Source: an optimization exercise on an open RTL-to-GDS flow (aim: small area and a short achievable clock period). Production flows keep margins and buffers that such runs may drop. Function was checked by simulation only, so behaviour that the tests miss may differ from the original. Power and IR drop assume default switching activity.

$ cat design/flow/config.mk
export PLATFORM = sky130hd
export DESIGN_NAME = filter
export DESIGN_NICKNAME = filter
export VERILOG_FILES = /design/flow/design.v
export SDC_FILE = /design/flow/constraint.sdc
export NUM_CORES = 4
export LEC_CHECK = 0
export ABC_CLOCK_PERIOD_IN_PS = 3000
export CAP_MARGIN = 20
export CORE_MARGIN = 2
export CORE_UTILIZATION = 40
export CTS_BUF_LIST = sky130_fd_sc_hd__clkbuf_4
export SETUP_SLACK_MARGIN = 5
export SLEW_MARGIN = 20
export SYNTH_HIERARCHICAL = 1
$ cat design/flow/constraint.sdc
create_clock -name core_clock -period 12.5 [get_ports {clock}]
set_input_delay 2.5000 -clock core_clock [delete_from_list [all_inputs] [get_ports {clock}]]
set_output_delay 2.5000 -clock core_clock [all_outputs]
set_load 0.01 [all_outputs]
$ cat design/flow/design.v
`timescale 1ns / 1ps
module filter(
    clock,
    reset,
    Data_In,
    Data_Out
    );
    input clock,
          reset;
    input  [7:0] Data_In;
    output [16:0] Data_Out;
    reg  [7:0] x1;
    reg  [7:0] x2;
    reg  [7:0] x3;
    reg  [7:0] x4;
    reg  [7:0] x5;
    reg  [7:0] x6;
    reg  [7:0] x7;
    reg  [7:0] x8;
    reg  [7:0] x9;
    reg  [7:0] x10;
    reg  [7:0] x11;
    reg  [7:0] x12;
    reg  [7:0] x13;
    reg  [7:0] x14;
    reg  [7:0] x15;
    reg  [7:0] x16;
    reg  [7:0] x17;
    reg  [7:0] x18;
    reg  [7:0] x19;
    reg  [7:0] x20;
    reg  [7:0] x21;
    reg  [7:0] x22;
    reg  [7:0] x23;
    reg  [7:0] x24;
    reg  [7:0] x25;
    reg  [7:0] x26;
    reg  [7:0] x27;
    reg  [7:0] x28;
    reg  [7:0] x29;
    reg  [7:0] x30;
    reg  [4:0] age;      
    reg  [16:0] S;       
    always @(posedge clock) begin
        x1 <= reset ? 8'd0 : Data_In;
        x2 <= x1;
        x3 <= x2;
        x4 <= x3;
        x5 <= x4;
        x6 <= x5;
        x7 <= x6;
        x8 <= x7;
        x9 <= (reset || age < 5'd8) ? 8'd0 : x8;
        x10 <= reset ? 8'd0 : x9;
        x11 <= reset ? 8'd0 : x10;
        x12 <= reset ? 8'd0 : x11;
        x13 <= reset ? 8'd0 : x12;
        x14 <= reset ? 8'd0 : x13;
        x15 <= reset ? 8'd0 : x14;
        x16 <= reset ? 8'd0 : x15;
        x17 <= reset ? 8'd0 : x16;
        x18 <= reset ? 8'd0 : x17;
        x19 <= reset ? 8'd0 : x18;
        x20 <= reset ? 8'd0 : x19;
        x21 <= x20;
        x22 <= x21;
        x23 <= x22;
        x24 <= x23;
        x25 <= x24;
        x26 <= x25;
        x27 <= x26;
        x28 <= (reset || age < 5'd27) ? 8'd0 : x27;
        x29 <= reset ? 8'd0 : x28;
        x30 <= reset ? 8'd0 : x29;
        if (reset) age <= 5'd0;
        else if (age != 5'd31) age <= age + 5'd1;
    end
    wire s1;
    wire c2;
    wire s4;
    wire c5;
    wire s7;
    wire c8;
    wire s10;
    wire c11;
    wire s13;
    wire c14;
    wire s16;
    wire c17;
    wire s19;
    wire c20;
    wire s22;
    wire c23;
    wire s25;
    wire c26;
    wire s28;
    wire c29;
    wire s31;
    wire c32;
    wire s34;
    wire c35;
    wire s37;
    wire c38;
    wire s40;
    wire c41;
    wire s43;
    wire c44;
    wire s46;
    wire c47;
    wire s49;
    wire c50;
    wire s52;
    wire c53;
    wire s55;
    wire c56;
    wire s58;
    wire c59;
    wire s61;
    wire c62;
    wire s64;
    wire c65;
    wire s67;
    wire c68;
    wire s70;
    wire c71;
    wire n73;
    wire n74;
    wire n75;
    wire n76;
    wire n77;
    wire n78;
    wire n79;
    wire n80;
    wire n81;
    wire s82;
    wire c83;
    wire s85;
    wire c86;
    wire s88;
    wire c89;
    wire s91;
    wire c92;
    wire s94;
    wire c95;
    wire s97;
    wire c98;
    wire s100;
    wire c101;
    wire s103;
    wire c104;
    wire s106;
    wire c107;
    wire s109;
    wire c110;
    wire s112;
    wire c113;
    wire s115;
    wire c116;
    wire s118;
    wire c119;
    wire s121;
    wire c122;
    wire s124;
    wire c125;
    wire s127;
    wire c128;
    wire s130;
    wire c131;
    wire s133;
    wire c134;
    wire s136;
    wire c137;
    wire s139;
    wire c140;
    wire s142;
    wire c143;
    wire s145;
    wire c146;
    wire s148;
    wire c149;
    wire s151;
    wire c152;
    wire s154;
    wire c155;
    wire s157;
    wire c158;
    wire s160;
    wire c161;
    wire s163;
    wire c164;
    wire s166;
    wire c167;
    wire s169;
    wire c170;
    wire s172;
    wire c173;
    wire s175;
    wire c176;
    wire s178;
    wire c179;
    wire s181;
    wire c182;
    wire s184;
    wire c185;
    wire s187;
    wire c188;
    wire s190;
    wire c191;
    wire s193;
    wire c194;
    wire s196;
    wire c197;
    wire s199;
    wire c200;
    wire s202;
    wire c203;
    wire s205;
    wire c206;
    wire s208;
    wire c209;
    wire s211;
    wire c212;
    wire s214;
    wire c215;
    wire s217;
    wire c218;
    wire s220;
    wire c221;
    wire s223;
    wire c224;
    wire s226;
    wire c227;
    wire s229;
    wire c230;
    wire s232;
    wire c233;
    wire s235;
    wire c236;
    wire s238;
    wire c239;
    wire s241;
    wire c242;
    wire s244;
    wire c245;
    wire s247;
    wire c248;
    wire s250;
    wire c251;
    wire s253;
    wire c254;
    wire s256;
    wire c257;
    wire s259;
    wire c260;
    wire s262;
    wire c263;
    wire s265;
    wire c266;
    wire s268;
    wire c269;
    wire s271;
    wire c272;
    wire s274;
    wire c275;
    wire s277;
    wire c278;
    wire s280;
    wire c281;
    wire s283;
    wire c284;
    wire s286;
    wire c287;
    wire s289;
    wire c290;
    wire s292;
    wire c293;
    wire s295;
    wire c296;
    wire s298;
    wire c299;
    wire s301;
    wire c302;
    wire s304;
    wire c305;
    wire s307;
    wire c308;
    wire s310;
    wire c311;
    wire s313;
    wire c314;
    wire s316;
    wire c317;
    wire s319;
    wire c320;
    wire s322;
    wire c323;
    wire s325;
    wire c326;
    wire s328;
    wire c329;
    wire s331;
    wire c332;
    wire s334;
    wire c335;
    wire s337;
    wire c338;
    wire s340;
    wire c341;
    wire s343;
    wire c344;
    wire s346;
    wire c347;
    wire s349;
    wire c350;
    wire s352;
    wire c353;
    wire s355;
    wire c356;
    wire s358;
    wire c359;
    wire s361;
    wire c362;
    wire s364;
    wire c365;
    wire s367;
    wire c368;
    wire s370;
    wire c371;
    wire s373;
    wire c374;
    wire s376;
    wire c377;
    wire s379;
    wire c380;
    wire s382;
    wire c383;
    wire s385;
    wire c386;
    wire s388;
    wire c389;
    wire s391;
    wire c392;
    wire s394;
    wire c395;
    wire s397;
    wire c398;
    wire s400;
    wire c401;
    wire s403;
    wire c404;
    wire s406;
    wire c407;
    wire s409;
    wire c410;
    wire s412;
    wire c413;
    wire s415;
    wire c416;
    wire s418;
    wire c419;
    wire s421;
    wire c422;
    wire s424;
    wire c425;
    wire s427;
    wire c428;
    wire s430;
    wire c431;
    wire s433;
    wire c434;
    wire s436;
    wire c437;
    wire s439;
    wire c440;
    wire s442;
    wire c443;
    wire s445;
    wire c446;
    wire s448;
    wire c449;
    wire s451;
    wire c452;
    wire s454;
    wire c455;
    wire s457;
    wire c458;
    wire s460;
    wire c461;
    wire s463;
    wire c464;
    wire s466;
    wire c467;
    wire s469;
    wire c470;
    wire s472;
    wire c473;
    wire s475;
    wire c476;
    wire s478;
    wire c479;
    wire s481;
    wire c482;
    wire s484;
    wire c485;
    wire s487;
    wire c488;
    wire s490;
    wire c491;
    wire s493;
    wire c494;
    wire s496;
    wire c497;
    wire s499;
    wire c500;
    wire s502;
    wire c503;
    wire s505;
    wire c506;
    wire s508;
    wire c509;
    wire s511;
    wire c512;
    wire s514;
    wire c515;
    wire s517;
    wire c518;
    wire s520;
    wire c521;
    wire s523;
    wire c524;
    wire s526;
    wire c527;
    wire s529;
    wire c530;
    wire s532;
    wire c533;
    wire s535;
    wire c536;
    wire s538;
    wire c539;
    wire s541;
    wire c542;
    wire s544;
    wire c545;
    wire s547;
    wire c548;
    wire s550;
    wire c551;
    wire s553;
    wire c554;
    wire s556;
    wire c557;
    wire s559;
    wire c560;
    wire s562;
    wire c563;
    wire s565;
    wire c566;
    wire s568;
    wire c569;
    wire s571;
    wire c572;
    wire s574;
    wire c575;
    wire s577;
    wire c578;
    wire s580;
    wire c581;
    wire s583;
    wire c584;
    wire s586;
    wire c587;
    wire s589;
    wire c590;
    wire s592;
    wire c593;
    wire s595;
    wire c596;
    wire s598;
    wire c599;
    wire s601;
    wire c602;
    wire s604;
    wire c605;
    wire s607;
    wire c608;
    wire s610;
    wire c611;
    wire s613;
    wire c614;
    wire s616;
    wire c617;
    wire s619;
    wire c620;
    fir_ha u3 (.a(x10[0]), .b(x19[0]), .s(s1), .co(c2));
    fir_fa u6 (.a(x10[1]), .b(x19[1]), .c(c2), .s(s4), .co(c5));
    fir_fa u9 (.a(x10[2]), .b(x19[2]), .c(c5), .s(s7), .co(c8));
    fir_fa u12 (.a(x10[3]), .b(x19[3]), .c(c8), .s(s10), .co(c11));
    fir_fa u15 (.a(x10[4]), .b(x19[4]), .c(c11), .s(s13), .co(c14));
    fir_fa u18 (.a(x10[5]), .b(x19[5]), .c(c14), .s(s16), .co(c17));
    fir_fa u21 (.a(x10[6]), .b(x19[6]), .c(c17), .s(s19), .co(c20));
    fir_fa u24 (.a(x10[7]), .b(x19[7]), .c(c20), .s(s22), .co(c23));
    fir_ha u27 (.a(x11[0]), .b(x18[0]), .s(s25), .co(c26));
    fir_fa u30 (.a(x11[1]), .b(x18[1]), .c(c26), .s(s28), .co(c29));
    fir_fa u33 (.a(x11[2]), .b(x18[2]), .c(c29), .s(s31), .co(c32));
    fir_fa u36 (.a(x11[3]), .b(x18[3]), .c(c32), .s(s34), .co(c35));
    fir_fa u39 (.a(x11[4]), .b(x18[4]), .c(c35), .s(s37), .co(c38));
    fir_fa u42 (.a(x11[5]), .b(x18[5]), .c(c38), .s(s40), .co(c41));
    fir_fa u45 (.a(x11[6]), .b(x18[6]), .c(c41), .s(s43), .co(c44));
    fir_fa u48 (.a(x11[7]), .b(x18[7]), .c(c44), .s(s46), .co(c47));
    fir_ha u51 (.a(x12[0]), .b(x17[0]), .s(s49), .co(c50));
    fir_fa u54 (.a(x12[1]), .b(x17[1]), .c(c50), .s(s52), .co(c53));
    fir_fa u57 (.a(x12[2]), .b(x17[2]), .c(c53), .s(s55), .co(c56));
    fir_fa u60 (.a(x12[3]), .b(x17[3]), .c(c56), .s(s58), .co(c59));
    fir_fa u63 (.a(x12[4]), .b(x17[4]), .c(c59), .s(s61), .co(c62));
    fir_fa u66 (.a(x12[5]), .b(x17[5]), .c(c62), .s(s64), .co(c65));
    fir_fa u69 (.a(x12[6]), .b(x17[6]), .c(c65), .s(s67), .co(c68));
    fir_fa u72 (.a(x12[7]), .b(x17[7]), .c(c68), .s(s70), .co(c71));
    assign n73 = ~s49;
    assign n74 = ~s52;
    assign n75 = ~s55;
    assign n76 = ~s58;
    assign n77 = ~s61;
    assign n78 = ~s64;
    assign n79 = ~s67;
    assign n80 = ~s70;
    assign n81 = ~c71;
    fir_ha u84 (.a(x13[0]), .b(x16[0]), .s(s82), .co(c83));
    fir_fa u87 (.a(x13[1]), .b(x16[1]), .c(c83), .s(s85), .co(c86));
    fir_fa u90 (.a(x13[2]), .b(x16[2]), .c(c86), .s(s88), .co(c89));
    fir_fa u93 (.a(x13[3]), .b(x16[3]), .c(c89), .s(s91), .co(c92));
    fir_fa u96 (.a(x13[4]), .b(x16[4]), .c(c92), .s(s94), .co(c95));
    fir_fa u99 (.a(x13[5]), .b(x16[5]), .c(c95), .s(s97), .co(c98));
    fir_fa u102 (.a(x13[6]), .b(x16[6]), .c(c98), .s(s100), .co(c101));
    fir_fa u105 (.a(x13[7]), .b(x16[7]), .c(c101), .s(s103), .co(c104));
    fir_ha u108 (.a(x14[0]), .b(x15[0]), .s(s106), .co(c107));
    fir_fa u111 (.a(x14[1]), .b(x15[1]), .c(c107), .s(s109), .co(c110));
    fir_fa u114 (.a(x14[2]), .b(x15[2]), .c(c110), .s(s112), .co(c113));
    fir_fa u117 (.a(x14[3]), .b(x15[3]), .c(c113), .s(s115), .co(c116));
    fir_fa u120 (.a(x14[4]), .b(x15[4]), .c(c116), .s(s118), .co(c119));
    fir_fa u123 (.a(x14[5]), .b(x15[5]), .c(c119), .s(s121), .co(c122));
    fir_fa u126 (.a(x14[6]), .b(x15[6]), .c(c122), .s(s124), .co(c125));
    fir_fa u129 (.a(x14[7]), .b(x15[7]), .c(c125), .s(s127), .co(c128));
    fir_fa u132 (.a(x1[0]), .b(x28[0]), .c(x30[0]), .s(s130), .co(c131));
    fir_fa u135 (.a(s25), .b(s82), .c(s106), .s(s133), .co(c134));
    fir_fa u138 (.a(1'b1), .b(x1[1]), .c(x28[1]), .s(s136), .co(c137));
    fir_fa u141 (.a(x29[0]), .b(x30[1]), .c(x30[0]), .s(s139), .co(c140));
    fir_fa u144 (.a(n73), .b(c131), .c(s136), .s(s142), .co(c143));
    fir_fa u147 (.a(s139), .b(s28), .c(s85), .s(s145), .co(c146));
    fir_fa u150 (.a(s109), .b(c134), .c(s142), .s(s148), .co(c149));
    fir_fa u153 (.a(s145), .b(s148), .c(Data_In[0]), .s(s151), .co(c152));
    fir_fa u156 (.a(x1[2]), .b(x9[0]), .c(x20[0]), .s(s154), .co(c155));
    fir_fa u159 (.a(x28[2]), .b(x29[1]), .c(x30[2]), .s(s157), .co(c158));
    fir_fa u162 (.a(x30[1]), .b(s1), .c(s25), .s(s160), .co(c161));
    fir_fa u165 (.a(s82), .b(c137), .c(c140), .s(s163), .co(c164));
    fir_fa u168 (.a(s154), .b(s157), .c(s160), .s(s166), .co(c167));
    fir_fa u171 (.a(n74), .b(c143), .c(s163), .s(s169), .co(c170));
    fir_fa u174 (.a(c146), .b(s31), .c(s88), .s(s172), .co(c173));
    fir_fa u177 (.a(s112), .b(s166), .c(c149), .s(s175), .co(c176));
    fir_fa u180 (.a(s169), .b(s172), .c(s175), .s(s178), .co(c179));
    fir_fa u183 (.a(s178), .b(Data_In[1]), .c(c152), .s(s181), .co(c182));
    fir_fa u186 (.a(x1[3]), .b(x9[1]), .c(x20[1]), .s(s184), .co(c185));
    fir_fa u189 (.a(x28[3]), .b(x29[2]), .c(x30[3]), .s(s187), .co(c188));
    fir_fa u192 (.a(x30[2]), .b(s1), .c(s106), .s(s190), .co(c191));
    fir_fa u195 (.a(c155), .b(c158), .c(s184), .s(s193), .co(c194));
    fir_fa u198 (.a(s187), .b(s4), .c(s28), .s(s196), .co(c197));
    fir_fa u201 (.a(s85), .b(c161), .c(s190), .s(s199), .co(c200));
    fir_fa u204 (.a(c164), .b(s193), .c(s196), .s(s202), .co(c203));
    fir_fa u207 (.a(c167), .b(s199), .c(n75), .s(s205), .co(c206));
    fir_fa u210 (.a(c170), .b(s34), .c(s91), .s(s208), .co(c209));
    fir_fa u213 (.a(s115), .b(c173), .c(s202), .s(s211), .co(c212));
    fir_fa u216 (.a(s205), .b(c176), .c(s208), .s(s214), .co(c215));
    fir_fa u219 (.a(s211), .b(c179), .c(s214), .s(s217), .co(c218));
    fir_fa u222 (.a(Data_In[2]), .b(s217), .c(c182), .s(s220), .co(c221));
    fir_fa u225 (.a(x1[4]), .b(x9[2]), .c(x20[2]), .s(s223), .co(c224));
    fir_fa u228 (.a(x28[4]), .b(x29[3]), .c(x30[4]), .s(s226), .co(c227));
    fir_fa u231 (.a(x30[3]), .b(s25), .c(c185), .s(s229), .co(c230));
    fir_fa u234 (.a(c188), .b(s223), .c(s226), .s(s232), .co(c233));
    fir_fa u237 (.a(s4), .b(s109), .c(c191), .s(s235), .co(c236));
    fir_fa u240 (.a(c194), .b(s229), .c(s232), .s(s238), .co(c239));
    fir_fa u243 (.a(c197), .b(s7), .c(s31), .s(s241), .co(c242));
    fir_fa u246 (.a(s88), .b(s235), .c(c200), .s(s244), .co(c245));
    fir_fa u249 (.a(s238), .b(c203), .c(s241), .s(s247), .co(c248));
    fir_fa u252 (.a(n76), .b(c206), .c(s244), .s(s250), .co(c251));
    fir_fa u255 (.a(s37), .b(s94), .c(s118), .s(s253), .co(c254));
    fir_fa u258 (.a(c209), .b(c212), .c(s247), .s(s256), .co(c257));
    fir_fa u261 (.a(s250), .b(c215), .c(s253), .s(s259), .co(c260));
    fir_fa u264 (.a(Data_In[3]), .b(s256), .c(c218), .s(s262), .co(c263));
    fir_fa u267 (.a(s259), .b(s262), .c(c221), .s(s265), .co(c266));
    fir_fa u270 (.a(x1[5]), .b(x9[3]), .c(x20[3]), .s(s268), .co(c269));
    fir_fa u273 (.a(x28[5]), .b(x29[4]), .c(x30[5]), .s(s271), .co(c272));
    fir_fa u276 (.a(x30[4]), .b(s49), .c(s82), .s(s274), .co(c275));
    fir_fa u279 (.a(s106), .b(c224), .c(c227), .s(s277), .co(c278));
    fir_fa u282 (.a(s268), .b(s271), .c(s28), .s(s280), .co(c281));
    fir_fa u285 (.a(s274), .b(c230), .c(c233), .s(s283), .co(c284));
    fir_fa u288 (.a(s277), .b(c236), .c(s7), .s(s286), .co(c287));
    fir_fa u291 (.a(s112), .b(s280), .c(c239), .s(s289), .co(c290));
    fir_fa u294 (.a(s283), .b(s10), .c(s34), .s(s292), .co(c293));
    fir_fa u297 (.a(s91), .b(c242), .c(c245), .s(s295), .co(c296));
    fir_fa u300 (.a(s286), .b(s289), .c(c248), .s(s298), .co(c299));
    fir_fa u303 (.a(s292), .b(n77), .c(c251), .s(s301), .co(c302));
    fir_fa u306 (.a(s295), .b(s40), .c(s97), .s(s304), .co(c305));
    fir_fa u309 (.a(s121), .b(c254), .c(c257), .s(s307), .co(c308));
    fir_fa u312 (.a(s298), .b(Data_In[4]), .c(s301), .s(s310), .co(c311));
    fir_fa u315 (.a(c260), .b(s304), .c(s307), .s(s313), .co(c314));
    fir_fa u318 (.a(s310), .b(c263), .c(s313), .s(s316), .co(c317));
    fir_fa u321 (.a(x1[6]), .b(x9[4]), .c(x20[4]), .s(s319), .co(c320));
    fir_fa u324 (.a(x28[6]), .b(x29[5]), .c(x30[6]), .s(s322), .co(c323));
    fir_fa u327 (.a(x30[5]), .b(c269), .c(c272), .s(s325), .co(c326));
    fir_fa u330 (.a(s319), .b(s322), .c(s52), .s(s328), .co(c329));
    fir_fa u333 (.a(s85), .b(s109), .c(c275), .s(s331), .co(c332));
    fir_fa u336 (.a(c278), .b(s325), .c(c281), .s(s334), .co(c335));
    fir_fa u339 (.a(s31), .b(s328), .c(s331), .s(s337), .co(c338));
    fir_fa u342 (.a(c284), .b(s10), .c(s115), .s(s340), .co(c341));
    fir_fa u345 (.a(c287), .b(s334), .c(s337), .s(s343), .co(c344));
    fir_fa u348 (.a(c290), .b(s13), .c(s37), .s(s346), .co(c347));
    fir_fa u351 (.a(s94), .b(c293), .c(c296), .s(s349), .co(c350));
    fir_fa u354 (.a(s340), .b(s343), .c(c299), .s(s352), .co(c353));
    fir_fa u357 (.a(s346), .b(n78), .c(c302), .s(s355), .co(c356));
    fir_fa u360 (.a(s349), .b(Data_In[5]), .c(s43), .s(s358), .co(c359));
    fir_fa u363 (.a(s100), .b(s124), .c(c305), .s(s361), .co(c362));
    fir_fa u366 (.a(c308), .b(s352), .c(c311), .s(s364), .co(c365));
    fir_fa u369 (.a(s355), .b(s358), .c(s361), .s(s367), .co(c368));
    fir_fa u372 (.a(c314), .b(s364), .c(s367), .s(s370), .co(c371));
    fir_fa u375 (.a(x1[7]), .b(x9[5]), .c(x20[5]), .s(s373), .co(c374));
    fir_fa u378 (.a(x28[7]), .b(x29[6]), .c(x30[7]), .s(s376), .co(c377));
    fir_fa u381 (.a(x30[6]), .b(c320), .c(c323), .s(s379), .co(c380));
    fir_fa u384 (.a(s373), .b(s376), .c(c326), .s(s382), .co(c383));
    fir_fa u387 (.a(s379), .b(c329), .c(c332), .s(s385), .co(c386));
    fir_fa u390 (.a(s55), .b(s88), .c(s112), .s(s388), .co(c389));
    fir_fa u393 (.a(s382), .b(c335), .c(s34), .s(s391), .co(c392));
    fir_fa u396 (.a(s385), .b(c338), .c(s388), .s(s394), .co(c395));
    fir_fa u399 (.a(s13), .b(s118), .c(c341), .s(s397), .co(c398));
    fir_fa u402 (.a(s391), .b(c344), .c(s394), .s(s400), .co(c401));
    fir_fa u405 (.a(s16), .b(s40), .c(s97), .s(s403), .co(c404));
    fir_fa u408 (.a(c347), .b(c350), .c(s397), .s(s406), .co(c407));
    fir_fa u411 (.a(Data_In[6]), .b(s400), .c(c353), .s(s409), .co(c410));
    fir_fa u414 (.a(s403), .b(n79), .c(c356), .s(s412), .co(c413));
    fir_fa u417 (.a(s406), .b(s46), .c(s103), .s(s415), .co(c416));
    fir_fa u420 (.a(s127), .b(c359), .c(c362), .s(s418), .co(c419));
    fir_fa u423 (.a(s409), .b(c365), .c(s412), .s(s421), .co(c422));
    fir_fa u426 (.a(c368), .b(s415), .c(s418), .s(s424), .co(c425));
    fir_fa u429 (.a(s421), .b(c371), .c(s424), .s(s427), .co(c428));
    fir_fa u432 (.a(x9[6]), .b(x20[6]), .c(x29[7]), .s(s430), .co(c431));
    fir_fa u435 (.a(x30[7]), .b(c374), .c(c377), .s(s433), .co(c434));
    fir_fa u438 (.a(s430), .b(c380), .c(s433), .s(s436), .co(c437));
    fir_fa u441 (.a(c383), .b(s436), .c(c386), .s(s439), .co(c440));
    fir_fa u444 (.a(s58), .b(s91), .c(s115), .s(s442), .co(c443));
    fir_fa u447 (.a(c389), .b(s37), .c(c392), .s(s445), .co(c446));
    fir_fa u450 (.a(c395), .b(s439), .c(s442), .s(s448), .co(c449));
    fir_fa u453 (.a(s16), .b(s121), .c(c398), .s(s451), .co(c452));
    fir_fa u456 (.a(s445), .b(c401), .c(s448), .s(s454), .co(c455));
    fir_fa u459 (.a(Data_In[7]), .b(s19), .c(s43), .s(s457), .co(c458));
    fir_fa u462 (.a(s100), .b(c404), .c(c407), .s(s460), .co(c461));
    fir_fa u465 (.a(s451), .b(s454), .c(c47), .s(s463), .co(c464));
    fir_fa u468 (.a(c104), .b(c128), .c(c410), .s(s466), .co(c467));
    fir_fa u471 (.a(s457), .b(n80), .c(c413), .s(s469), .co(c470));
    fir_fa u474 (.a(s460), .b(c416), .c(c419), .s(s472), .co(c473));
    fir_fa u477 (.a(s463), .b(s466), .c(s469), .s(s475), .co(c476));
    fir_fa u480 (.a(c422), .b(s472), .c(c425), .s(s478), .co(c479));
    fir_fa u483 (.a(s475), .b(c428), .c(s478), .s(s481), .co(c482));
    fir_fa u486 (.a(x9[7]), .b(x20[7]), .c(c431), .s(s484), .co(c485));
    fir_fa u489 (.a(c434), .b(s484), .c(c437), .s(s487), .co(c488));
    fir_fa u492 (.a(s487), .b(c440), .c(s61), .s(s490), .co(c491));
    fir_fa u495 (.a(s94), .b(s118), .c(c443), .s(s493), .co(c494));
    fir_fa u498 (.a(s40), .b(c446), .c(c449), .s(s496), .co(c497));
    fir_fa u501 (.a(s490), .b(s493), .c(s19), .s(s499), .co(c500));
    fir_fa u504 (.a(s124), .b(c452), .c(c455), .s(s502), .co(c503));
    fir_fa u507 (.a(s496), .b(s22), .c(s46), .s(s505), .co(c506));
    fir_fa u510 (.a(s103), .b(c458), .c(n81), .s(s508), .co(c509));
    fir_fa u513 (.a(c461), .b(s499), .c(s502), .s(s511), .co(c512));
    fir_fa u516 (.a(c464), .b(c467), .c(s505), .s(s514), .co(c515));
    fir_fa u519 (.a(c470), .b(s508), .c(s511), .s(s517), .co(c518));
    fir_fa u522 (.a(c473), .b(s514), .c(c476), .s(s520), .co(c521));
    fir_fa u525 (.a(s517), .b(c479), .c(s520), .s(s523), .co(c524));
    fir_fa u528 (.a(1'b1), .b(c485), .c(c488), .s(s526), .co(c527));
    fir_fa u531 (.a(s526), .b(s64), .c(s97), .s(s529), .co(c530));
    fir_fa u534 (.a(s121), .b(c491), .c(c494), .s(s532), .co(c533));
    fir_fa u537 (.a(s43), .b(c497), .c(s529), .s(s535), .co(c536));
    fir_fa u540 (.a(s532), .b(c23), .c(c47), .s(s538), .co(c539));
    fir_fa u543 (.a(c104), .b(s22), .c(s127), .s(s541), .co(c542));
    fir_fa u546 (.a(c500), .b(c503), .c(s535), .s(s544), .co(c545));
    fir_fa u549 (.a(c506), .b(s538), .c(c509), .s(s547), .co(c548));
    fir_fa u552 (.a(s541), .b(c512), .c(s544), .s(s550), .co(c551));
    fir_fa u555 (.a(c515), .b(s547), .c(c518), .s(s553), .co(c554));
    fir_fa u558 (.a(s550), .b(c521), .c(s553), .s(s556), .co(c557));
    fir_fa u561 (.a(1'b1), .b(c527), .c(s67), .s(s559), .co(c560));
    fir_fa u564 (.a(s100), .b(s124), .c(c530), .s(s562), .co(c563));
    fir_fa u567 (.a(c533), .b(c23), .c(c128), .s(s565), .co(c566));
    fir_fa u570 (.a(s46), .b(c536), .c(s559), .s(s568), .co(c569));
    fir_fa u573 (.a(s562), .b(c539), .c(c542), .s(s571), .co(c572));
    fir_fa u576 (.a(s565), .b(s568), .c(c545), .s(s574), .co(c575));
    fir_fa u579 (.a(c548), .b(s571), .c(c551), .s(s577), .co(c578));
    fir_fa u582 (.a(s574), .b(c554), .c(s577), .s(s580), .co(c581));
    fir_fa u585 (.a(1'b1), .b(c47), .c(s70), .s(s583), .co(c584));
    fir_fa u588 (.a(s103), .b(s127), .c(c560), .s(s586), .co(c587));
    fir_fa u591 (.a(c563), .b(c566), .c(c569), .s(s589), .co(c590));
    fir_fa u594 (.a(s583), .b(s586), .c(c572), .s(s592), .co(c593));
    fir_fa u597 (.a(s589), .b(c575), .c(s592), .s(s595), .co(c596));
    fir_fa u600 (.a(c578), .b(s595), .c(c581), .s(s598), .co(c599));
    fir_fa u603 (.a(1'b1), .b(c71), .c(c104), .s(s601), .co(c602));
    fir_fa u606 (.a(c128), .b(c584), .c(c587), .s(s604), .co(c605));
    fir_fa u609 (.a(s601), .b(s604), .c(c590), .s(s607), .co(c608));
    fir_fa u612 (.a(c593), .b(s607), .c(c596), .s(s610), .co(c611));
    fir_fa u615 (.a(1'b1), .b(c602), .c(c605), .s(s613), .co(c614));
    fir_fa u618 (.a(s613), .b(c608), .c(c611), .s(s616), .co(c617));
    fir_fa u621 (.a(1'b1), .b(c614), .c(c617), .s(s619), .co(c620));
    wire [16:0] rowA = {1'b1, s619, s616, c599, s598, c557, c524, c482, s481, s427, c317, c266, s265, s220, s181, s151, s130};
    wire [16:0] rowB = {c620, 1'b0, 1'b0, s610, 1'b0, s580, s556, s523, 1'b0, 1'b0, s370, s316, 1'b0, 1'b0, 1'b0, 1'b0, s133};
    wire [16:0] S_next = rowA + rowB;
    always @(posedge clock) begin
        if (reset) S <= 17'd0;
        else       S <= S_next;
    end
    assign Data_Out = S + {Data_In, 1'b0} + Data_In;
endmodule
module fir_fa(input a, input b, input c, output s, output co);
    assign s = a ^ b ^ c;
    assign co = (a & b) | (a & c) | (b & c);
endmodule
module fir_ha(input a, input b, output s, output co);
    assign s = a ^ b;
    assign co = a & b;
endmodule
$ cat design/flow/run.sh
#!/bin/bash
# synth_recipe.tcl (not shown) runs the flow's synth.tcl, then flattens the netlist and writes it again
# the make line also repeats each setting of config.mk as NAME=value (left out here)
make -C /OpenROAD-flow-scripts/flow DESIGN_CONFIG=/design/flow/config.mk WORK_HOME=/design/flow/orfs CLKGATE_MAP_FILE= SYNTH_SCRIPT=/design/flow/synth_recipe.tcl finish
==> results of run 1 <==
metrics by stage:
stage                     area, sq um  cells  setup slack, ns
final                           13100   1320             5.13
after global routing            13100   1320             5.00
after CTS                       13100   1316             5.00
after detailed placement        12200   1198             4.24
after global placement          12200   1198             4.27
after floorplan                 11500    801             5.48
power by group through the flow:
stage / Sequential [mW] / Clock (mW) / Combinational (mW)
finish: 0.868 / 0.694 / 0.293
global route: 0.871 / 0.772 / 0.328
CTS: 0.869 / 0.725 / 0.297
detailed placement: 0.888 / 0 / 0.286
global placement: 0.888 / 0 / 0.282
floorplan: 0.884 / 0 / 0.191
routing by layer:
metal,track usage,vias up
met4,0.0529,0
met1,0.207,2937
met5,0,-
met2,0.223,93
li1,-,2717
met3,0.0379,32
per-module statistics from Yosys, one instance, submodules excluded:
module,cells,cell area (sq um),flops+latches,copies in the design
filter,591,7460,262,1
fir_fa,1,20.0,0,199
fir_ha,1,12.5,0,5
repair_timing:
item | 4_1_cts | 5_1_grt
setup endpoints to repair | 13 | 12
buffers inserted | 3 | 2
gates resized for setup | 49 | 20
pin swaps | 4 | 11
worst max-delay path, cell delays in order:
cell and delay [ns]:
clkdlybuf4s15_2 0.21, inv_2 0.05, fa_1 0.49, inv_1 0.04, ha_2 0.20, fa_2 0.36
a21o_1 0.22, a31o_1 0.21, a21oi_1 0.18, xnor2_1 0.13, dlygate4sd2_1 0.28
placed cells by master, fill, tap and decap left out, drive strengths merged, types with 2 or more instances in the layout:
| master | synthesis | final |
|---|---|---|
| ha | 26 | 26 |
| clkinv | 0 | 19 |
| dfxtp | 262 | 262 |
| and4 | 2 | 2 |
| clkdlybuf4s15 | 0 | 6 |
| xnor2 | 14 | 14 |
| a31oi | 3 | 3 |
| dlymetal6s2s | 0 | 3 |
| o21bai | 2 | 2 |
| o21ai | 4 | 4 |
| and3 | 5 | 5 |
| nand4 | 2 | 2 |
| dlygate4sd2 | 0 | 3 |
| mux2 | 3 | 3 |
| buf | 2 | 12 |
| nor3 | 3 | 3 |
| mux2i | 2 | 2 |
| clkdlybuf4s50 | 0 | 5 |
| conb | 1 | 7 |
| nand3 | 11 | 11 |
| nor2 | 26 | 26 |
| a21oi | 14 | 14 |
| diode | 0 | 2 |
| clkbuf | 14 | 97 |
| a31o | 2 | 2 |
| nor2b | 116 | 116 |
| a21o | 4 | 4 |
| xor2 | 14 | 14 |
| fa | 207 | 207 |
| inv | 18 | 21 |
| nand2 | 13 | 13 |
| and2 | 17 | 17 |
cell families after synthesis:
logic type      Yosys count  share of synthesized area
mux                       5                    0.00468
flops                   262                      0.456
xor+xnor                 28                     0.0213
compound gates           33                     0.0187
fa+ha+maj               233                      0.388
buf+inv                  34                     0.0117
other cells               1                   0.000326
simple gates            199                     0.0990
final timing paths:
kind,startpoint,slack (ns),end,cells after the start
worst max register to register,x11[0],5.27,S[15],18
worst min-delay path,x2[0],0.31,x3[0],0
worst min register to register,x2[0],0.31,x3[0],0
worst max-delay path,Data_In[0],5.13,Data_Out[9],11
area by class of cell:
cell class | instances | area [sq um]
well taps | 384 | 480
clock buffers | 92 | 691
diodes | 2 | 5.00
multi-input cells | 505 | 6220
clock inverters | 23 | 123
fillers | 2642 | 15400
inverters | 18 | 67.6
repair buffers | 34 | 289
flip-flops and latches | 262 | 5250
==> impl_metrics.py, run 1 <==
metrics = {
    "routing": {
        "wl_met1_mm": 9.29,
        "top_layer_used": "met4",
        "dr_wl_met2_mm": 9.40,
        "vias_per_cell": 4.38,
        "routedWlPerCell_um": 15.1,
        "routed_wl_mm": 19.9,
        "wl_met3_um": 832,
        "ant_nets": 0,
        "remaining_drc_errors": 0,
        "drtPass1Iterations": 4,
        "vias": 5779,
        "detail_route.iter0.violations": 214,
    },
    "yosys": {
        "synth-async-reset-ratio": 0,
        "ys_warn_count": 7,
        "yosysUniqueCellTypes": 38,
        "synth_edf_count": 0,
        "syn-instance-count": 795,
        "netlist.area_leader.share": 0.456,
        "synth_area_leaders": "dfxtp_1 (46%), fa_1 (36%), nor2b_1 (6.3%)",
        "ys_ff_latch": 262,
        "yosysTopAreaCell": "dfxtp_1",
        "yosysSeqAreaShare": 0.456,
        "synth_area_sq_um": 11500,
        "syn_avg_cell_area_sq_um": 14.5,
        "synth_ff_type": "dfxtp_1",
        "synth_common_cells": "dfxtp_1 (262), fa_1 (207), nor2b_1 (116), ha_1 (26), nor2_1 (26)",
        "post-synth-top-count-cell": "dfxtp_1",
    },
    "final_layout": {
        "regMostFlops": "S",
        "final_util": 0.460,
        "syn2layout_area_growth_pct": 14.0,
        "layout.nets": 1130,
        "drive_above_1_share": 0.151,
        "largest_reg_flops": 17,
    },
    "cts": {
        "ctsHoldBuffers": 0,
        "clk_latency_ns": 0.66,
        "cts.sinks": 262,
        "numCtsBuffers": 66,
        "cts_max_level": 3,
        "clk_pin_slew_worst_paths_ns": 0.06,
        "clock-root-buffer": "clkbuf_4",
        "cts_max_path_buffers": 3,
        "cts_tree": "done",
    },
    "timing": {
        "setup_violations": 0,
        "fin_crit_ns": 7.37,
        "fin_tns_setup_ns": 0,
        "rsz0062_at_grt": "false",
        "skew_ns": 0.0620,
        "whs_ns": 0.309,
        "final-hold-violation-count": 0,
        "finalCritPeriodShare": 0.589,
        "tightest_slew_ns": 0.819,
        "max-slew-margin-rel": 0.452,
        "final_max_slew_viol_count": 0,
        "fmax_ghz": 0.136,
    },
    "setup_path": {
        "required_ns": 10.00,
        "critPathLaunchType": "input port",
        "end_kind": "primary output",
        "critical_path_arrival_ns": 4.87,
        "critPathKind": "in -> out",
        "crit_fanout": 3,
    },
    "global_route": {
        "antenna_found_initial": 2,
        "grt_pass1_wl_mm": 34.3,
        "grt_overflow_total": 0,
        "grt_pass1_vias": 6467,
        "grtUsageTotal": 0.148,
        "grt_max_degree": 49,
    },
    "job": {
        "drv_cap": 0,
    },
    "die": {
        "initial_core_util": 0.403,
        "coreArea_sq_um": 28500,
        "pin_count": 27,
        "die_x_um": 174,
        "die_y_um": 174,
        "row_count": 62,
        "fp.dieArea_sq_um": 30100,
    },
    "pwr": {
        "power_leakage_nw": 6.03,
        "pwr-share-clk": 0.374,
        "sequentialPowerShare": 0.468,
        "p_comb_frac": 0.158,
        "switching_share": 0.265,
        "p_total_mw": 1.86,
        "power.density_nw_per_um2": 141,
        "switching_power_mw": 0.493,
        "vdd.ir_drop.worst_mv": 0.0774,
        "internal_power_mw": 1.36,
    },
    "outcome": {
        "status": "no timing/DRC/antenna violations",
    },
    "hold_path": {
        "hp-class": "reg -> reg",
    },
    "placed_design": {
        "globalplace.congestion": 0.801,
        "dpl.hpwl_mm": 15.6,
        "portBuffers": 26,
    },
}
==> inputs of run 2 (changes only) <==
==> design/flow/config.mk (replaced) <==
export PLATFORM = sky130hd
export DESIGN_NAME = filter
export DESIGN_NICKNAME = filter
export VERILOG_FILES = /design/flow/design.v
export SDC_FILE = /design/flow/constraint.sdc
export NUM_CORES = 4
export LEC_CHECK = 0
export CAP_MARGIN = 20
export CORE_MARGIN = 2
export CORE_UTILIZATION = 40
export SLEW_MARGIN = 20
export SYNTH_HIERARCHICAL = 1
==> impl_metrics.py, run 2 <==
metrics = {
    "final_layout": {
        "drive_above_1_share": 0.0581,
        "largest_reg_flops": 17,
        "fill_cells": 2603,
        "syn2layout_area_growth_pct": 14.3,
        "regMostFlops": "S",
        "seq_area_sq_um": 5250,
        "layout_commonest_cell": "dfxtp_1",
        "multi_input_area_sq_um": 6150,
        "final_cell_mix": "dfxtp_1 (262), fa_1 (207), nor2b_1 (116), clkbuf_16 (27)",
        "layout.nets": 1085,
        "num_antenna_cells": 0,
    },
    "routing": {
        "routedWlPerCell_um": 15.5,
        "vias": 5471,
        "detail_route.iter0.violations": 258,
        "routed_wl_mm": 19.3,
        "vias_per_cell": 4.39,
        "remaining_drc_errors": 0,
        "drtPass1Iterations": 7,
        "ant_nets": 0,
    },
    "cts": {
        "clk_latency_ns": 0.53,
        "clock-root-buffer": "clkbuf_16",
        "clk_pin_slew_worst_paths_ns": 0.06,
        "numCtsBuffers": 26,
        "cts_max_level": 1,
        "cts_resized": 0,
        "cts_tree": "done",
        "ctsHoldBuffers": 0,
        "cts.sinks": 262,
        "cts_max_path_buffers": 3,
        "postCtsSetupRepairBufs": 0,
    },
    "timing": {
        "skew_ns": 0.0118,
        "fmax_ghz": 0.121,
        "finalCritPeriodShare": 0.660,
        "setup_violations": 0,
        "rsz0062_at_grt": "false",
        "max-slew-margin-rel": 0.457,
        "fin_crit_ns": 8.25,
        "final-hold-violation-count": 0,
        "tightest_slew_ns": 0.811,
        "fin_tns_setup_ns": 0,
        "whs_ns": 0.322,
        "final_max_slew_viol_count": 0,
    },
    "die": {
        "row_count": 62,
        "fp.dieArea_sq_um": 30100,
        "initial_core_util": 0.403,
        "die_y_um": 174,
        "pin_count": 27,
        "die_x_um": 174,
        "coreArea_sq_um": 28500,
    },
    "setup_path": {
        "timing.critical_path.buf_inv": 4,
        "max_stage_delay_ns": 0.56,
        "cp_top_family": "buffers and inverters",
        "end_kind": "primary output",
        "crit_fanout": 3,
        "required_ns": 10.00,
        "slowest_stage": "clkdlybuf4s50_1",
        "critical_path_arrival_ns": 5.75,
        "cp_cell_sequence": "clkdlybuf4s50_1 > inv_1 > fa_1 > inv_1 > ha_1 > fa_1 > a21o_1 > a31o_1 > a31o_1 > nand2_1 > xnor2_1 > clkdlybuf4s50_1",
        "critPathLaunchType": "input port",
        "critPathKind": "in -> out",
    },
    "pwr": {
        "power.density_nw_per_um2": 151,
        "vdd.ir_drop.worst_mv": 0.181,
        "p_total_mw": 1.98,
        "power_leakage_nw": 5.93,
    },
    "yosys": {
        "synth_area_sq_um": 11500,
        "post-synth-top-count-cell": "dfxtp_1",
        "yosysSeqAreaShare": 0.456,
        "syn_avg_cell_area_sq_um": 14.5,
        "synth_ff_type": "dfxtp_1",
        "syn-instance-count": 795,
        "synth-async-reset-ratio": 0,
        "ys_ff_latch": 262,
        "synth_edf_count": 0,
        "ys_warn_count": 7,
        "netlist.area_leader.share": 0.456,
        "yosysUniqueCellTypes": 38,
        "synth_common_cells": "dfxtp_1 (262), fa_1 (207), nor2b_1 (116), ha_1 (26), nor2_1 (26)",
        "yosysTopAreaCell": "dfxtp_1",
        "synth_area_leaders": "dfxtp_1 (46%), fa_1 (36%), nor2b_1 (6.3%)",
    },
    "placed_design": {
        "globalplace.congestion": 0.801,
        "portBuffers": 26,
        "dpl.hpwl_mm": 15.6,
    },
    "global_route": {
        "grt_busiest_layer": "met2",
        "grt_pass1_wl_mm": 33.1,
        "grt_max_degree": 49,
        "grtUsageTotal": 0.141,
        "grt_pass1_vias": 6046,
        "grtUsageMet2": 0.218,
        "use_met3": 0.0213,
        "antenna_found_initial": 0,
        "grt_use_met1": 0.209,
        "grt_overflow_total": 0,
    },
    "job": {
        "drv_cap": 0,
    },
    "outcome": {
        "status": "no timing/DRC/antenna violations",
    },
    "hold_path": {
        "hp-class": "reg -> reg",
    },
}
[run 2: per-layer routing]
layer / share of wire / vias to the layer above
met5: 0 / -
met1: 0.49 / 2806
met3: 0.026 / 34
met4: 0.023 / 0
met2: 0.46 / 47
li1: - / 2584
[run 2: final cells by class]
type,instances,area share
inverter,18,0.00514
multi-input combinational,505,0.467
tap,384,0.0365
clock inverter,12,0.0135
sequential,262,0.399
clock buffer,35,0.0574
timing repair buffer,29,0.0213
[run 2: worst paths after layout]
| check | startpoint | endpoint | slack (ns) | cells past startpoint |
|---|---|---|---|---|
| hold reg to reg | x2[1] | x3[1] | 0.32 | 0 |
| setup / recovery | Data_In[1] | Data_Out[11] | 4.25 | 12 |
| setup reg to reg | x13[0] | S[15] | 5.25 | 18 |
| hold / removal | x2[1] | x3[1] | 0.32 | 0 |
[run 2: per-stage QoR]
stage	cell area [sq um]	worst slack (ns)	utilization	cells
after floorplan	11500	5.48	-	801
after global placement	12200	4.27	0.428	1198
after detailed placement	12200	4.24	0.428	1198
after CTS	13200	4.23	0.461	1245
after global routing	13200	4.07	0.461	1245
final	13200	4.25	0.461	1245
[run 2: Yosys stat by module (local to each module, per instance)]
module  area (sq um)  flops+latches
fir_ha          12.5              0
filter          7460            262
fir_fa          20.0              0
[run 2: cells by family after synthesis]
logic type	count (synthesis)	share of synthesized area
other cells	1	0.000326
flops	262	0.456
xor+xnor	28	0.0213
simple gates	199	0.0990
compound gates	33	0.0187
buf+inv	34	0.0117
mux	5	0.00468
fa+ha+maj	233	0.388
[run 2: where the power goes]
part	switching [mW]	internal [mW]
Clock	0.323	0.509
Sequential	0.0112	0.857
Combinational	0.141	0.142
Total	0.475	1.51
==> inputs of run 3 (changes only) <==
--- a/design/flow/config.mk
+++ b/design/flow/config.mk
@@ -8,5 +8,6 @@
 export CAP_MARGIN = 20
 export CORE_MARGIN = 2
 export CORE_UTILIZATION = 40
+export SETUP_SLACK_MARGIN = 5
 export SLEW_MARGIN = 20
 export SYNTH_HIERARCHICAL = 1
==> impl_metrics.py, run 3 <==
metrics = {
    "routing": {
        "remaining_drc_errors": 0,
        "vias_per_cell": 4.39,
        "drtPass1Iterations": 7,
        "vias": 5498,
        "routedWlPerCell_um": 15.7,
        "routed_wl_mm": 19.6,
        "detail_route.iter0.violations": 254,
        "ant_nets": 0,
    },
    "die": {
        "row_count": 62,
        "pin_count": 27,
        "coreArea_sq_um": 28500,
        "die_x_um": 174,
        "initial_core_util": 0.403,
        "fp.dieArea_sq_um": 30100,
        "die_y_um": 174,
    },
    "setup_path": {
        "cp_cell_sequence": "clkdlybuf4s15_2 > fa_2 > ha_1 > a21oi_2 > o211ai_1 > buf_4 > buf_4 > nor4_2 > nor3_1 > xor2_1 > dlygate4sd2_1",
        "critPathKind": "in -> out",
        "slowest_stage": "fa_2",
        "r2r_end": "S[16]",
        "reg2reg_depth": 18,
        "r2r-start": "x14[0]",
        "regToRegSetupSlack_ns": 5.30,
        "crit_top_cell": "buf_4",
        "critical_path_arrival_ns": 4.93,
        "max_stage_delay_ns": 0.58,
        "end_kind": "primary output",
        "critPathLaunchType": "input port",
        "crit_fanout": 4,
        "required_ns": 10.00,
    },
    "timing": {
        "fin_ws_ns": 5.07,
        "rsz0062_at_grt": "true",
        "final_max_slew_viol_count": 0,
        "setup_violations": 0,
        "fin_tns_setup_ns": 0,
        "fin_crit_ns": 7.43,
        "final-hold-violation-count": 0,
        "skew_ns": 0.0127,
        "finalCritPeriodShare": 0.594,
        "fmax_ghz": 0.135,
        "max-slew-margin-rel": 0.455,
        "whs_ns": 0.322,
        "tightest_slew_ns": 0.814,
    },
    "pwr": {
        "p_total_mw": 2.00,
        "power.density_nw_per_um2": 151,
        "power_leakage_nw": 6.00,
        "vdd.ir_drop.worst_mv": 0.181,
    },
    "yosys": {
        "synth_area_sq_um": 11500,
        "post-synth-top-count-cell": "dfxtp_1",
        "yosysTopAreaCell": "dfxtp_1",
        "ys_ff_latch": 262,
        "yosysSeqAreaShare": 0.456,
        "synth_area_leaders": "dfxtp_1 (46%), fa_1 (36%), nor2b_1 (6.3%)",
        "ys_warn_count": 7,
        "syn-instance-count": 795,
        "synth_ff_type": "dfxtp_1",
        "yosysUniqueCellTypes": 38,
        "syn_avg_cell_area_sq_um": 14.5,
        "netlist.area_leader.share": 0.456,
        "synth_common_cells": "dfxtp_1 (262), fa_1 (207), nor2b_1 (116), ha_1 (26), nor2_1 (26)",
        "synth-async-reset-ratio": 0,
        "synth_edf_count": 0,
    },
    "hold_path": {
        "hp-start": "x21[5]",
        "hold_depth": 0,
        "holdPathEnd": "x22[5]",
        "hp-class": "reg -> reg",
    },
    "placed_design": {
        "dp_cells": 1198,
        "globalplace.congestion": 0.801,
        "place_area_sq_um": 12200,
        "portBuffers": 26,
        "dpl.hpwl_mm": 15.6,
        "place_ws_ns": 4.24,
    },
    "global_route": {
        "grt_pass1_wl_mm": 33.4,
        "antenna_found_initial": 0,
        "grt_overflow_total": 0,
        "grt_max_degree": 49,
        "grt_pass1_vias": 6112,
        "grtUsageTotal": 0.142,
    },
    "final_layout": {
        "layout_commonest_cell": "dfxtp_1",
        "num_antenna_cells": 0,
        "syn2layout_area_growth_pct": 15.5,
        "final_cell_mix": "dfxtp_1 (262), fa_1 (201), nor2b_1 (116), clkbuf_16 (27), nor2_1 (26)",
        "final_util": 0.465,
        "largest_reg_flops": 17,
        "final_area_sq_um": 13300,
        "layout.nets": 1092,
        "seq_area_sq_um": 5250,
        "fin_cells": 1252,
        "multi_input_area_sq_um": 6250,
        "drive_above_1_share": 0.100,
        "fill_cells": 2584,
        "regMostFlops": "S",
    },
    "cts": {
        "cts_max_level": 1,
        "cts_tree": "done",
        "clock-root-buffer": "clkbuf_16",
        "numCtsBuffers": 26,
        "cts_max_path_buffers": 3,
        "clk_pin_slew_worst_paths_ns": 0.06,
        "cts.sinks": 262,
        "clk_latency_ns": 0.53,
    },
    "outcome": {
        "status": "no timing/DRC/antenna violations",
    },
    "job": {
        "drv_cap": 0,
    },
}
-- run 3: cell count changes in the layout (fill, tap and decap cells not counted), moves of 4 or more --
| cell | change |
|---|---|
| dlygate4sd2_1 | +5 |
| fa_2 | +6 |
| buf_4 | +7 |
| ha_1 | -4 |
| clkdlybuf4s15_2 | +6 |
| clkdlybuf4s50_1 | -19 |
| fa_1 | -6 |
| ha_4 | +4 |
-- run 3: kinds of logic after synthesis --
| logic type | synth area share |
|---|---|
| compound gates | 0.0187 |
| xor+xnor | 0.0213 |
| fa+ha+maj | 0.388 |
| buf+inv | 0.0117 |
| flops | 0.456 |
| mux | 0.00468 |
| other cells | 0.000326 |
| simple gates | 0.0990 |
-- run 3: modules after synthesis (local to each module, per instance) --
module,cells inside,flip-flops and latches
filter,591,262
fir_ha,1,0
fir_fa,1,0
-- run 3: area by class of cell --
class,count,area share
multi-input combinational,505,0.470
clock inverter,12,0.0134
clock buffer,35,0.0569
tap,384,0.0362
timing repair buffer,36,0.0233
sequential,262,0.395
inverter,18,0.00509
-- run 3: worst max-delay path by stage --
stage                     from            to  cells after the start
floorplan           Data_In[0]  Data_Out[11]                     10
global placement    Data_In[1]  Data_Out[11]                     12
detailed placement  Data_In[1]  Data_Out[11]                     12
CTS                 Data_In[3]   Data_Out[6]                     10
global route        Data_In[3]  Data_Out[10]                      9
finish              Data_In[2]   Data_Out[8]                     11
-- run 3: critical path: cells and delay by family --
| family | cells | cell delay (ns) |
|---|---|---|
| AOI/OAI and AO/OA | 2 | 0.37 |
| buffers and inverters | 4 | 0.84 |
| adders and majority gates | 2 | 0.82 |
| xor gates and xnor gates | 1 | 0.14 |
| and+or+nand+nor | 2 | 0.25 |
-- run 3: power by group --
group | leakage (nW) | total [mW] | switching (mW) | internal (mW)
clock | 0.459 | 0.832 | 0.323 | 0.509
sequential | 2.13 | 0.869 | 0.0111 | 0.857
combinational | 3.40 | 0.302 | 0.153 | 0.149
-- run 3: metal layers --
| metal | track usage | vias to the layer above | part of all wire |
|---|---|---|---|
| met2 | 0.220 | 44 | 0.47 |
| met5 | 0 | - | 0 |
| li1 | - | 2597 | - |
| met3 | 0.0213 | 34 | 0.024 |
| met1 | 0.210 | 2823 | 0.49 |
| met4 | 0.0368 | 0 | 0.023 |
-- run 3: repair_timing --
item / CTS / global route
cloned: 0 / 0
setup buffers: 3 / 4
gates resized for setup: 49 / 19
endpoints found under the setup margin: 13 / 12
pin swaps: 4 / 11
hold buffers: 0 / 0
==> inputs of run 4 (changes only) <==
--- a/design/flow/config.mk
+++ b/design/flow/config.mk
@@ -8,6 +8,6 @@
 export CAP_MARGIN = 20
 export CORE_MARGIN = 2
 export CORE_UTILIZATION = 40
-export SETUP_SLACK_MARGIN = 5
+export CTS_BUF_LIST = sky130_fd_sc_hd__clkbuf_4
 export SLEW_MARGIN = 20
 export SYNTH_HIERARCHICAL = 1
==> impl_metrics.py, run 4 <==
metrics = {
    "outcome": {
        "status": "no timing/DRC/antenna violations",
    },
    "die": {
        "row_count": 62,
        "die_y_um": 174,
        "coreArea_sq_um": 28500,
        "initial_core_util": 0.403,
        "pin_count": 27,
        "fp.dieArea_sq_um": 30100,
        "die_x_um": 174,
    },
    "final_layout": {
        "seq_area_sq_um": 5250,
        "multi_input_area_sq_um": 6150,
        "layout.nets": 1125,
        "final_cell_mix": "dfxtp_1 (262), fa_1 (207), nor2b_1 (116), clkbuf_4 (92)",
        "layout_commonest_cell": "dfxtp_1",
        "largest_reg_flops": 17,
        "fill_cells": 2652,
        "syn2layout_area_growth_pct": 13.3,
        "fin_cells": 1315,
        "regMostFlops": "S",
        "drive_above_1_share": 0.115,
    },
    "timing": {
        "max-slew-margin-rel": 0.435,
        "fin_crit_ns": 8.25,
        "rsz0062_at_grt": "false",
        "tightest_slew_ns": 0.844,
        "final_max_slew_viol_count": 0,
        "fin_tns_setup_ns": 0,
        "final-hold-violation-count": 0,
        "fin_ws_ns": 4.25,
        "skew_ns": 0.0627,
        "setup_violations": 0,
        "fmax_ghz": 0.121,
        "finalCritPeriodShare": 0.660,
    },
    "yosys": {
        "syn_avg_cell_area_sq_um": 14.5,
        "synth_area_leaders": "dfxtp_1 (46%), fa_1 (36%), nor2b_1 (6.3%)",
        "yosysUniqueCellTypes": 38,
        "ys_warn_count": 7,
        "synth_common_cells": "dfxtp_1 (262), fa_1 (207), nor2b_1 (116), ha_1 (26), nor2_1 (26)",
        "synth_edf_count": 0,
        "post-synth-top-count-cell": "dfxtp_1",
        "synth-async-reset-ratio": 0,
        "synth_area_sq_um": 11500,
        "yosysTopAreaCell": "dfxtp_1",
        "ys_ff_latch": 262,
        "synth_ff_type": "dfxtp_1",
        "yosysSeqAreaShare": 0.456,
        "syn-instance-count": 795,
        "netlist.area_leader.share": 0.456,
    },
    "routing": {
        "ant_nets": 0,
        "routed_wl_mm": 19.8,
        "drtPass1Iterations": 5,
        "vias": 5743,
        "remaining_drc_errors": 0,
        "detail_route.iter0.violations": 211,
        "vias_per_cell": 4.37,
        "routedWlPerCell_um": 15.0,
    },
    "setup_path": {
        "cp_top_family": "buffers and inverters",
        "end_kind": "primary output",
        "timing.critical_path.buf_inv": 4,
        "critPathKind": "in -> out",
        "max_stage_delay_ns": 0.56,
        "slowest_stage": "clkdlybuf4s50_1",
        "cp_cell_sequence": "clkdlybuf4s50_1 > inv_1 > fa_1 > inv_1 > ha_1 > fa_1 > a21o_1 > a31o_1 > a31o_1 > nand2_1 > xnor2_1 > clkdlybuf4s50_1",
        "critPathLaunchType": "input port",
        "critical_path_arrival_ns": 5.75,
        "crit_fanout": 3,
        "required_ns": 10.00,
    },
    "cts": {
        "cts_resized": 0,
        "ctsHoldBuffers": 0,
        "cts.sinks": 262,
        "numCtsBuffers": 66,
        "clk_pin_slew_worst_paths_ns": 0.06,
        "postCtsSetupRepairBufs": 0,
        "cts_max_level": 3,
        "clock-root-buffer": "clkbuf_4",
        "clk_latency_ns": 0.66,
        "cts_tree": "done",
        "cts_max_path_buffers": 3,
    },
    "global_route": {
        "grtUsageMet2": 0.221,
        "grtUsageTotal": 0.146,
        "grt_busiest_layer": "met2",
        "grt_overflow_total": 0,
        "grt_pass1_wl_mm": 34.0,
        "antenna_found_initial": 2,
        "grt_use_met1": 0.205,
        "grt_max_degree": 49,
        "grt_pass1_vias": 6393,
        "use_met3": 0.0379,
    },
    "job": {
        "drv_cap": 0,
    },
    "hold_path": {
        "hp-class": "reg -> reg",
    },
    "pwr": {
        "vdd.ir_drop.worst_mv": 0.0774,
        "power_leakage_nw": 5.97,
        "power.density_nw_per_um2": 142,
    },
    "placed_design": {
        "dp_cells": 1198,
        "globalplace.congestion": 0.801,
        "place_ws_ns": 4.24,
        "dpl.hpwl_mm": 15.6,
        "portBuffers": 26,
    },
}
==> run 4: cell types whose count changed in the layout (fill, tap and decap cells not counted), sizes merged <==
cell	previous run	this run
buf	14	4
bufinv	4	1
clkbuf	38	92
clkdlybuf4s15	6	0
clkdlybuf4s50	6	25
clkinv	3	19
clkinvlp	1	0
diode	0	2
dlygate4sd2	5	0
dlymetal6s2s	2	0
inv	22	21
==> run 4: area by class of cell <==
class / count / area share
clock buffers: 92 / 0.0530
flip-flops and latches: 262 / 0.402
repair buffers: 29 / 0.0215
well taps: 384 / 0.0368
diodes: 2 / 0.000384
clock inverters: 23 / 0.00940
inverters: 18 / 0.00518
multi-input cells: 505 / 0.472
==> run 4: final timing paths <==
kind | startpoint | endpoint | slack [ns] | depth (start not counted)
worst max register to register | x13[0] | S[15] | 5.22 | 18
worst max-delay path | Data_In[1] | Data_Out[11] | 4.25 | 12
worst min-delay path | x2[0] | x3[0] | 0.31 | 0
worst min register to register | x2[0] | x3[0] | 0.31 | 0
==> run 4: cells by family after synthesis <==
kind of cell,after synthesis,share of synthesized area
flip-flops,262,0.456
adder cells (fa/ha/maj),233,0.388
AO/OA/AOI/OAI,33,0.0187
buffers and inverters,34,0.0117
AND/OR/NAND/NOR,199,0.0990
XOR/XNOR,28,0.0213
multiplexers,5,0.00468
other,1,0.000326
==> run 4: Yosys stat by module (local to each module, per instance) <==
| module | copies in the design | cell area [sq um] | cells inside |
|---|---|---|---|
| filter | 1 | 7460 | 591 |
| fir_ha | 5 | 12.5 | 1 |
| fir_fa | 199 | 20.0 | 1 |
==> run 4: report_power, final <==
part / switching, mW / internal [mW]
clock: 0.331 / 0.363
combinational: 0.141 / 0.142
sequential: 0.0111 / 0.857
total: 0.483 / 1.36
==> run 4: per-stage QoR <==
step / power (mW) / area [sq um] / utilization / hold slack [ns]
global route: 1.96 / 13000 / 0.457 / 0.315
floorplan: 1.07 / 11500 / - / 0.310
CTS: 1.88 / 13000 / 0.457 / 0.311
finish: 1.85 / 13000 / 0.457 / 0.309
detailed placement: 1.17 / 12200 / 0.428 / 0.312
global placement: 1.17 / 12200 / 0.428 / 0.310
==> run 4: layer usage <==
layer | wire length, um | vias up
met1 | 9310 | 2925
li1 | - | 2704
met4 | 391 | 0
met3 | 757 | 32
met5 | 0 | -
met2 | 9310 | 82
==> inputs of run 5 (changes only) <==
==> design/flow/flow/run.sh (new file) <==
#!/bin/bash
set -euo pipefail
export SETUP_SLACK_MARGIN=6.5
bash standard.sh > standard.log 2>&1
==> design/flow/standard.sh (new file) <==
#!/bin/bash
# synth_recipe.tcl (not shown) runs the flow's synth.tcl, then flattens the netlist and writes it again
# the make line also repeats each setting of config.mk as NAME=value (left out here)
make -C /OpenROAD-flow-scripts/flow DESIGN_CONFIG=/design/flow/config.mk WORK_HOME=/design/flow/orfs CLKGATE_MAP_FILE= SYNTH_SCRIPT=/design/flow/synth_recipe.tcl "${@:-finish}"
removed: design/flow/run.sh
==> impl_metrics.py, run 5 <==
metrics = {
    "outcome": {
        "status": "no timing/DRC/antenna violations",
    },
    "yosys": {
        "synth_edf_count": 0,
        "ys_warn_count": 7,
        "synth_area_leaders": "dfxtp_1 (46%), fa_1 (36%), nor2b_1 (6.3%)",
        "yosysTopAreaCell": "dfxtp_1",
        "syn-instance-count": 795,
        "synth-async-reset-ratio": 0,
        "yosysSeqAreaShare": 0.456,
        "netlist.area_leader.share": 0.456,
        "ys_ff_latch": 262,
        "synth_common_cells": "dfxtp_1 (262), fa_1 (207), nor2b_1 (116), ha_1 (26), nor2_1 (26)",
        "syn_avg_cell_area_sq_um": 14.5,
        "synth_ff_type": "dfxtp_1",
        "post-synth-top-count-cell": "dfxtp_1",
        "yosysUniqueCellTypes": 38,
        "synth_area_sq_um": 11500,
    },
    "pwr": {
        "switching_share": 0.275,
        "p_comb_frac": 0.196,
        "power.density_nw_per_um2": 138,
        "switching_power_mw": 0.532,
        "internal_power_mw": 1.40,
        "pwr-share-clk": 0.354,
        "power_leakage_nw": 6.10,
        "sequentialPowerShare": 0.450,
        "vdd.ir_drop.worst_mv": 0.0736,
        "p_total_mw": 1.93,
    },
    "routing": {
        "detail_route.iter0.violations": 236,
        "routed_wl_mm": 21.1,
        "ant_nets": 0,
        "routedWlPerCell_um": 15.6,
        "drtPass1Iterations": 4,
        "vias": 5941,
        "vias_per_cell": 4.38,
        "remaining_drc_errors": 0,
    },
    "final_layout": {
        "final_util": 0.490,
        "final_cell_mix": "dfxtp_1 (250), nor2b_1 (116), fa_1 (115), fa_2 (92), clkbuf_4 (89)",
        "regMostFlops": "S",
        "layout_commonest_cell": "dfxtp_1",
        "largest_reg_flops": 17,
        "syn2layout_area_growth_pct": 21.7,
        "fill_cells": 2552,
        "final_area_sq_um": 14000,
        "drive_above_1_share": 0.338,
        "layout.nets": 1173,
    },
    "die": {
        "coreArea_sq_um": 28500,
        "fp.dieArea_sq_um": 30100,
        "die_x_um": 174,
        "pin_count": 27,
        "initial_core_util": 0.403,
        "row_count": 62,
        "die_y_um": 174,
    },
    "timing": {
        "fin_tns_setup_ns": 0,
        "setup_violations": 0,
        "max-slew-margin-rel": 0.465,
        "skew_ns": 0.0472,
        "fmax_ghz": 0.138,
        "final-hold-violation-count": 0,
        "finalCritPeriodShare": 0.580,
        "whs_ns": 0.309,
        "fin_crit_ns": 7.24,
        "tightest_slew_ns": 0.803,
        "final_max_slew_viol_count": 0,
        "rsz0062_at_grt": "true",
    },
    "setup_path": {
        "crit_fanout": 3,
        "cp_top_family": "adder cells",
        "max_stage_delay_ns": 0.52,
        "timing.critical_path.buf_inv": 4,
        "end_kind": "primary output",
        "cp_cell_sequence": "buf_8 > inv_4 > fa_1 > inv_2 > ha_4 > fa_2 > a21o_1 > a31o_1 > a31o_4 > nand2_2 > xnor2_2 > buf_2",
        "critPathLaunchType": "input port",
        "critical_path_arrival_ns": 4.74,
        "critPathKind": "in -> out",
        "required_ns": 10.00,
        "slowest_stage": "fa_1",
    },
    "global_route": {
        "grt_pass1_wl_mm": 35.1,
        "grt_max_degree": 82,
        "grt_pass1_vias": 6679,
        "grt_overflow_total": 0,
        "grtUsageTotal": 0.152,
        "antenna_found_initial": 1,
    },
    "placed_design": {
        "globalplace.congestion": 0.819,
        "portBuffers": 26,
        "place_area_sq_um": 12400,
        "dpl.hpwl_mm": 15.8,
    },
    "cts": {
        "clk_latency_ns": 0.67,
        "ctsHoldBuffers": 0,
        "cts.sinks": 262,
        "cts_max_path_buffers": 3,
        "clk_pin_slew_worst_paths_ns": 0.06,
        "clock-root-buffer": "clkbuf_4",
        "cts_max_level": 3,
        "cts_tree": "done",
        "numCtsBuffers": 66,
    },
    "job": {
        "drv_cap": 0,
    },
    "hold_path": {
        "hp-class": "reg -> reg",
    },
}
run 5: cell counts after synthesis:
Identical to the previous run, type by type.
run 5: power by group through the flow:
| stage | logic, mW | registers [mW] | clock network [mW] |
|---|---|---|---|
| 2_1_floorplan | 0.204 | 0.884 | 0 |
| 3_3_place_gp | 0.296 | 0.888 | 0 |
| 3_5_place_dp | 0.300 | 0.888 | 0 |
| 4_1_cts | 0.351 | 0.869 | 0.713 |
| 5_1_grt | 0.415 | 0.871 | 0.755 |
| 6_report | 0.379 | 0.869 | 0.684 |
run 5: per-layer routing:
| layer | GRT usage | up-vias | share of wire |
|---|---|---|---|
| met2 | 0.234 | 102 | 0.48 |
| met1 | 0.211 | 3011 | 0.46 |
| li1 | - | 2790 | - |
| met4 | 0.0550 | 0 | 0.021 |
| met5 | 0 | - | 0 |
| met3 | 0.0355 | 38 | 0.038 |
run 5: Yosys stat by module, one instance, submodules excluded:
module  flip-flops and latches  cells inside  times used  area (sq um)
filter                     262           591           1          7460
fir_fa                       0             1         199          20.0
fir_ha                       0             1           5          12.5
run 5: cell families after synthesis:
kind of cell | Yosys count | share of synthesized area
AOI/OAI and AO/OA | 33 | 0.0187
xor gates and xnor gates | 28 | 0.0213
adders and majority gates | 233 | 0.388
buffers and inverters | 34 | 0.0117
DFF | 262 | 0.456
muxes | 5 | 0.00468
other | 1 | 0.000326
and+or+nand+nor | 199 | 0.0990
run 5: worst paths after layout:
kind | startpoint | end | slack, ns | depth (start not counted)
max | Data_In[0] | Data_Out[15] | 5.26 | 12
max reg2reg | x16[0] | S[16] | 5.63 | 18
min reg2reg | x5[4] | x6[4] | 0.31 | 0
min | x5[4] | x6[4] | 0.31 | 0
run 5: through the flow:
stage | cells | setup slack, ns
floorplan | 801 | 5.62
global placement | 1198 | 4.30
detailed placement | 1198 | 4.23
CTS | 1345 | 5.26
global route | 1356 | 5.18
finish | 1356 | 5.26
run 5: layout make-up:
class | count | area, sq um | area share
multi-input cells | 505 | 6770 | 0.483
clock buffers | 89 | 668 | 0.0477
well taps | 384 | 480 | 0.0343
inverters | 18 | 77.6 | 0.00554
diodes | 1 | 2.50 | 0.000179
flip-flops and latches | 262 | 5260 | 0.376
repair buffers | 77 | 637 | 0.0455
clock inverters | 20 | 110 | 0.00786
run 5: worst reg2reg max path: stages (launching register included):
cell and delay (ns):
dfxtp_2 0.33, ha_4 0.16, fa_2 0.47, fa_2 0.46, fa_2 0.59, fa_2 0.46, fa_2 0.37, fa_2 0.38
fa_1 0.51, fa_1 0.45, fa_2 0.35, fa_1 0.50, fa_1 0.45, ha_4 0.31, and4_4 0.24, and2_4 0.16
a21oi_2 0.06, o21ai_1 0.18, mux2_1 0.33
run 5: repair_timing:
action	CTS	global route
setup buffers	38	10
gates resized for setup	217	36
setup endpoints to repair	26	24
endpoints found under the hold margin	0	0
pin swaps	62	47

-- static timing again, ports no longer ideal --
No port has a modelled driver above. Below, the same layouts with a new extraction and two added sets of constraints.
Step 1 sets driving cells, clkbuf_16 on the clock port and buf_2 on the other inputs (assumed; they add their load-dependent delay and slew).
Step 2 moves the port delays by t, midway between the first and last clock arrival at a register: inputs arrive t later, outputs are due t later. That takes back most of the time a late clock gives input paths.
Three values: no drivers, after step 1, after step 2; two values: the first two.
run | shift t [ns] | setup WS [ns] | worst setup path at the end | cell pins on the clock port's net
run 1 | 0.673 | 5.133 / 5.109 / 5.109 | input to output | 1
run 2 | 0.570 | 4.254 / 4.228 / 4.228 | input to output | 1
run 3 | 0.571 | 5.075 / 5.052 / 5.052 | input to output | 1
run 4 | 0.672 | 4.254 / 4.228 / 4.228 | input to output | 1
run 5 | 0.690 | 5.256 / 5.198 / 5.198 | input to output | 1
After both steps setup and hold are still met in every run listed. The setup slack of run 5, which loses most, moves by -0.058 ns with the drivers and by -0.058 ns with both steps.
